This design comes from an exercise in tuning for small area on the open sky130 flow, not from production work. In this exercise RTL edits were held to simulation tests only and were not proved equivalent to the original. The flow treats the clock pin as an ideal source. Dropping or thinning the clock tree relies on that and would not hold on a real chip. Power figures rest on the tool's default switching activity, not on a simulated workload.

==> run Z <==
==> flow/design.v <==
module counter (input clk, input reset, input datak, input stp, output fin);
localparam [4:0] SEED = 5'b00001;
localparam [4:0] LAST = 5'b00011;  
reg [4:0] st;
wire [4:0] step = {st[3:0], st[4] ^ st[2]};
assign fin = (st == LAST);
always @(posedge clk)
	if (!reset) st <= 5'b00000;
	else if (stp) st <= SEED;
	else if (datak || fin) st <= 5'b00000;
	else st <= step;
endmodule
module decoder (input [7:0] data_in , output reg[9:0] data_out);
always @(*)
begin
case(data_in)
8'h00:data_out = 10'd1;
8'h01:data_out = 10'd2;
8'h02:data_out = 10'd4;
8'h42:data_out = 10'd8;
8'h04:data_out = 10'd16;
8'h44:data_out = 10'd32;
8'h05:data_out = 10'd64;
8'h45:data_out = 10'd128;
8'h0a:data_out = 10'd256;
8'h4a:data_out = 10'd512;
default: data_out = 10'd0;
endcase
end
endmodule
module TLP_Detector #(parameter width = 8)
       (input clk,
	input reset,
	input [7:0] data_in,
	input datak,
	output reg [3:0] tlp_count,
	output [159:0] TLP,
	output MRd, output MWr, output IORd, output IOWr,
	output CfgRd0, output CfgWr0, output CfgRd1, output CfgWr1, output Cpl, output CplD
	);
reg [151:0] sh_n;
always @(posedge clk)
	sh_n <= {sh_n[143:0], ~data_in};
wire stp = datak && data_in == 8'hFB;
wire fin;    
counter framing (.clk(clk), .reset(reset), .datak(datak), .stp(stp), .fin(fin));
wire hit = reset && datak && data_in == 8'hFD && fin;
reg det_n;
always @(posedge clk)
	det_n <= ~hit;
always @(posedge clk or negedge reset)
	if (!reset) tlp_count <= 4'b0000;
	else if (hit) tlp_count <= tlp_count + 1'b1;
wire det = ~det_n;
assign TLP[7:0] = {8{det}} & 8'hFB;
genvar i;
generate
	for (i = 1; i <= 18; i = i + 1) begin : g_byte
		assign TLP[8*i+7:8*i] = ~({8{det_n}} | sh_n[8*(19-i)+7:8*(19-i)]);
	end
endgenerate
assign TLP[159:152] = {8{det}} & 8'hFD;
wire [9:0] dec;
decoder fsmdecoder(~sh_n[8*16+7:8*16], dec);
assign {CplD, Cpl, CfgWr1, CfgRd1, CfgWr0, CfgRd0, IOWr, IORd, MWr, MRd} = {10{det}} & dec;
endmodule
==> flow/flow/run.sh <==
#!/bin/bash
set -euo pipefail
export CLK_FIX_SLEW_NS=0.100
bash standard.sh \
  "BUFFER_PORTS_ARGS=-buffer_cell sky130_fd_sc_hd__buf_1" \
  "CTS_ARGS=-sink_clustering_enable -repair_clock_nets -dont_use_dummy_load -root_buf sky130_fd_sc_hd__clkbuf_8 -buf_list sky130_fd_sc_hd__clkbuf_4" \
  "POST_CTS_TCL=$PWD/flow/fix_clk.tcl" \
  finish > standard_flow.log 2>&1
==> flow/flow/fix_clk.tcl <==
estimate_parasitics -placement
set slow_drivers {}
foreach pin [all_registers -clock_pins -edge_triggered] {
  set worst 0
  foreach edge {rise fall} {
    set s [get_property $pin slew_max_$edge]
    if {$s > $worst} { set worst $s }
  }
  if {$worst > $::env(CLK_FIX_SLEW_NS)} {
    set net [get_nets -of_objects $pin]
    foreach dp [get_pins -of_objects $net -filter "direction == output"] {
      set inst [get_property $dp full_name]
      set inst [string range $inst 0 [expr {[string last "/" $inst] - 1}]]
      if {[lsearch $slow_drivers $inst] < 0} { lappend slow_drivers $inst }
    }
  }
}
foreach inst $slow_drivers {
  set cell [get_property [get_cells $inst] ref_name]
  puts "fix_clk: $inst ($cell) -> sky130_fd_sc_hd__clkbuf_8"
  replace_cell [get_cells $inst] sky130_fd_sc_hd__clkbuf_8
}
if {[llength $slow_drivers] > 0} {
  detailed_placement
  estimate_parasitics -placement
}
==> flow/standard.sh <==
#!/bin/bash
# synth_recipe.tcl (not shown) runs the flow's synth.tcl, then flattens the netlist and writes it again
# the make line also repeats each setting of config.mk as NAME=value (left out here)
make -C /OpenROAD-flow-scripts/flow DESIGN_CONFIG=/design/flow/config.mk WORK_HOME=/design/flow/orfs CLKGATE_MAP_FILE= SYNTH_SCRIPT=/design/flow/synth_recipe.tcl "${@:-finish}"
==> flow/config.mk <==
export PLATFORM = sky130hd
export DESIGN_NAME = TLP_Detector
export DESIGN_NICKNAME = TLP_Detector
export VERILOG_FILES = /design/flow/design.v
export SDC_FILE = /design/flow/constraint.sdc
export NUM_CORES = 4
export LEC_CHECK = 0
export ABC_CLOCK_PERIOD_IN_PS = 20000
export CAP_MARGIN = 20
export CORE_MARGIN = 2
export CORE_UTILIZATION = 70
export SLEW_MARGIN = 20
==> flow/constraint.sdc <==
create_clock -name core_clock -period 5.0 [get_ports {clk}]
set_input_delay 1.0000 -clock core_clock [delete_from_list [all_inputs] [get_ports {clk}]]
set_output_delay 1.0000 -clock core_clock [all_outputs]
set_load 0.01 [all_outputs]
==> run Y (differences from run Z) <==
==> flow/flow/run.sh (replaced) <==
#!/bin/bash
set -euo pipefail
export CLK_PORT_NET=clk
export CLK_GROUPS=${CLK_GROUPS:-8}
export CLK_LEAF_CELL=${CLK_LEAF_CELL:-sky130_fd_sc_hd__clkbuf_8}
export CLK_ROOT_CELL=${CLK_ROOT_CELL:-sky130_fd_sc_hd__clkbuf_4}
bash standard.sh \
  "BUFFER_PORTS_ARGS=-buffer_cell sky130_fd_sc_hd__buf_1" \
  "PRE_CTS_TCL=$PWD/flow/clock_tree.tcl" \
  "POST_CTS_TCL=$PWD/flow/downsize.tcl" \
  finish > standard_flow.log 2>&1
==> flow/flow/clock_tree.tcl (new file) <==
# A small balanced clock tree in place of TritonCTS: the flip-flops are split
# by placement into CLK_GROUPS groups of near-equal size (halving alternately
# by x and by y), and each group is driven by one CLK_LEAF_CELL placed at the
# group's centre. The clock port drives those buffers, or one CLK_ROOT_CELL
# that drives them.
proc split_groups {pts n by_x} {
  if {$n <= 1} { return [list $pts] }
  set idx [expr {$by_x ? 1 : 2}]
  set s [lsort -real -index $idx $pts]
  set h [expr {[llength $s] / 2}]
  set n1 [expr {$n / 2}]
  return [concat [split_groups [lrange $s 0 [expr {$h - 1}]] $n1 [expr {!$by_x}]] \
                 [split_groups [lrange $s $h end] [expr {$n - $n1}] [expr {!$by_x}]]]
}

proc clock_tree_synthesis {args} {
  set block [ord::get_db_block]
  set clk_net [$block findNet $::env(CLK_PORT_NET)]
  set master [[ord::get_db] findMaster $::env(CLK_LEAF_CELL)]
  set pts {}
  foreach it [$clk_net getITerms] {
    set inst [$it getInst]
    set bb [$inst getBBox]
    lappend pts [list $it [expr {([$bb xMin] + [$bb xMax]) / 2}] [expr {([$bb yMin] + [$bb yMax]) / 2}]]
  }
  set groups [split_groups $pts $::env(CLK_GROUPS) 1]
  # optional root buffer between the clock port and the leaf buffers
  set src_net $clk_net
  if {[info exists ::env(CLK_ROOT_CELL)] && $::env(CLK_ROOT_CELL) ne ""} {
    set src_net [odb::dbNet_create $block "clknet_root"]
    $src_net setSigType CLOCK
    set root [odb::dbInst_create $block [[ord::get_db] findMaster $::env(CLK_ROOT_CELL)] "clkbuf_root"]
    set sx 0; set sy 0
    foreach p $pts { set sx [expr {$sx + [lindex $p 1]}]; set sy [expr {$sy + [lindex $p 2]}] }
    $root setLocation [expr {$sx / [llength $pts]}] [expr {$sy / [llength $pts]}]
    $root setPlacementStatus PLACED
    [$root findITerm A] connect $clk_net
    [$root findITerm X] connect $src_net
  }
  set g 0
  foreach grp $groups {
    set net [odb::dbNet_create $block "clknet_leaf_$g"]
    $net setSigType CLOCK
    set buf [odb::dbInst_create $block $master "clkbuf_leaf_$g"]
    set sx 0; set sy 0
    foreach p $grp {
      set it [lindex $p 0]
      $it disconnect
      $it connect $net
      set sx [expr {$sx + [lindex $p 1]}]
      set sy [expr {$sy + [lindex $p 2]}]
    }
    set n [llength $grp]
    $buf setLocation [expr {$sx / $n}] [expr {$sy / $n}]
    $buf setPlacementStatus PLACED
    [$buf findITerm A] connect $src_net
    [$buf findITerm X] connect $net
    puts "clock_tree: clkbuf_leaf_$g drives $n flip-flops"
    incr g
  }
  $clk_net setSigType CLOCK
  set_propagated_clock [all_clocks]
}
==> flow/flow/downsize.tcl (new file) <==
# Downsize logic cells to drive strength 1 where timing, slew and
# capacitance limits still hold. Clock-tree cells are left alone.
proc downsize_logic {min_slack} {
  set changed 0
  set area_saved 0.0
  foreach inst [get_cells *] {
    set ref [get_property $inst ref_name]
    if {![regexp {^(sky130_fd_sc_hd__[a-z0-9]+)_([0-9]+)$} $ref -> base drv]} { continue }
    if {$drv <= 1} { continue }
    if {[string match "*clkbuf*" $base] || [string match "*clkinv*" $base]} { continue }
    set target ""
    foreach d {1 2} {
      if {$d >= $drv} { break }
      if {[llength [get_lib_cells -quiet */${base}_$d]] > 0} { set target ${base}_$d; break }
    }
    if {$target eq ""} { continue }
    replace_cell $inst $target
    if {[sta::worst_slack -max] < $min_slack || [sta::max_slew_violation_count] > 0 \
        || [sta::max_capacitance_violation_count] > 0} {
      replace_cell $inst $ref
    } else {
      incr changed
      puts "downsize: [get_property $inst full_name] $ref -> $target"
    }
  }
  puts "downsize: $changed cells"
}
downsize_logic 0.5
- ABC_CLOCK_PERIOD_IN_PS: 20000 -> not set
removed: flow/flow/fix_clk.tcl
==> flow_summary.yaml <==
drt:
  dr_wl_met3_um: 725
  drtPass1Iterations: 4
  wl_met2_um: 4040
pwr:
  pwr_density_cell_mw_per_mm2: 376
  p_clk_frac: 0.255
grt:
  grtUsageMet2: 0.394
  grt_pass1_wl_um: 11300
run_status:
  status: "complete, no violations"
timing:
  setup_ws_ns: 1.74
  period_needed_ns: 3.26
cells_and_area:
  fin_cells: 625
  area_growth_pct: 16.4
  nets: 564
worst_setup_path:
  critPathArrivalTime_ns: 2.26
Source of the figures above: run Y

==> flow_summary.yaml <==
pwr:
  pwr_density_cell_mw_per_mm2: 384
timing:
  period_needed_ns: 3.19
run_status:
  status: "complete, no violations"
drt:
  drtPass1Iterations: 5
grt:
  grtUsageMet2: 0.399
  grt_pass1_wl_um: 11400
cells_and_area:
  nets: 572
  area_growth_pct: 18.0
  fin_cells: 633
synth:
  synth_compound_area_frac: 0.00436
placed_design:
  io_buffers: 182
Source of the figures above: run Z

The clock cells of run Y come from the design's own scripts or RTL, not from TritonCTS.

-- what the ideal ports hide --
Ports are ideal in the flow. The routed layouts listed here were re-timed in OpenROAD.
Step 1: set_driving_cell puts a clkbuf_16 on clk and a buf_2 on each other input, an assumption about the parent block.
Step 2 moves the port delays by t, midway between the first and last clock arrival at a register: inputs arrive t later, outputs are due t later. That takes back most of the time a late clock gives input paths.
a / b / c = ideal / step 1 / step 2; a / b = the first two.
| run | t (ns) | setup slack, ns | hold WS [ns] | worst setup path at the end | latest minus earliest clock arrival (ns) |
|---|---|---|---|---|---|
| run Z | 0.414 | 1.806 / 1.779 / 2.193 | 0.322 / 0.322 / 0.322 | register to output | 0.025 / 0.024 |
| run Y | 0.466 | 1.742 / 1.715 / 2.181 | 0.338 / 0.338 / 0.338 | register to output | 0.007 / 0.007 |
After both steps every run listed still meets setup and hold.
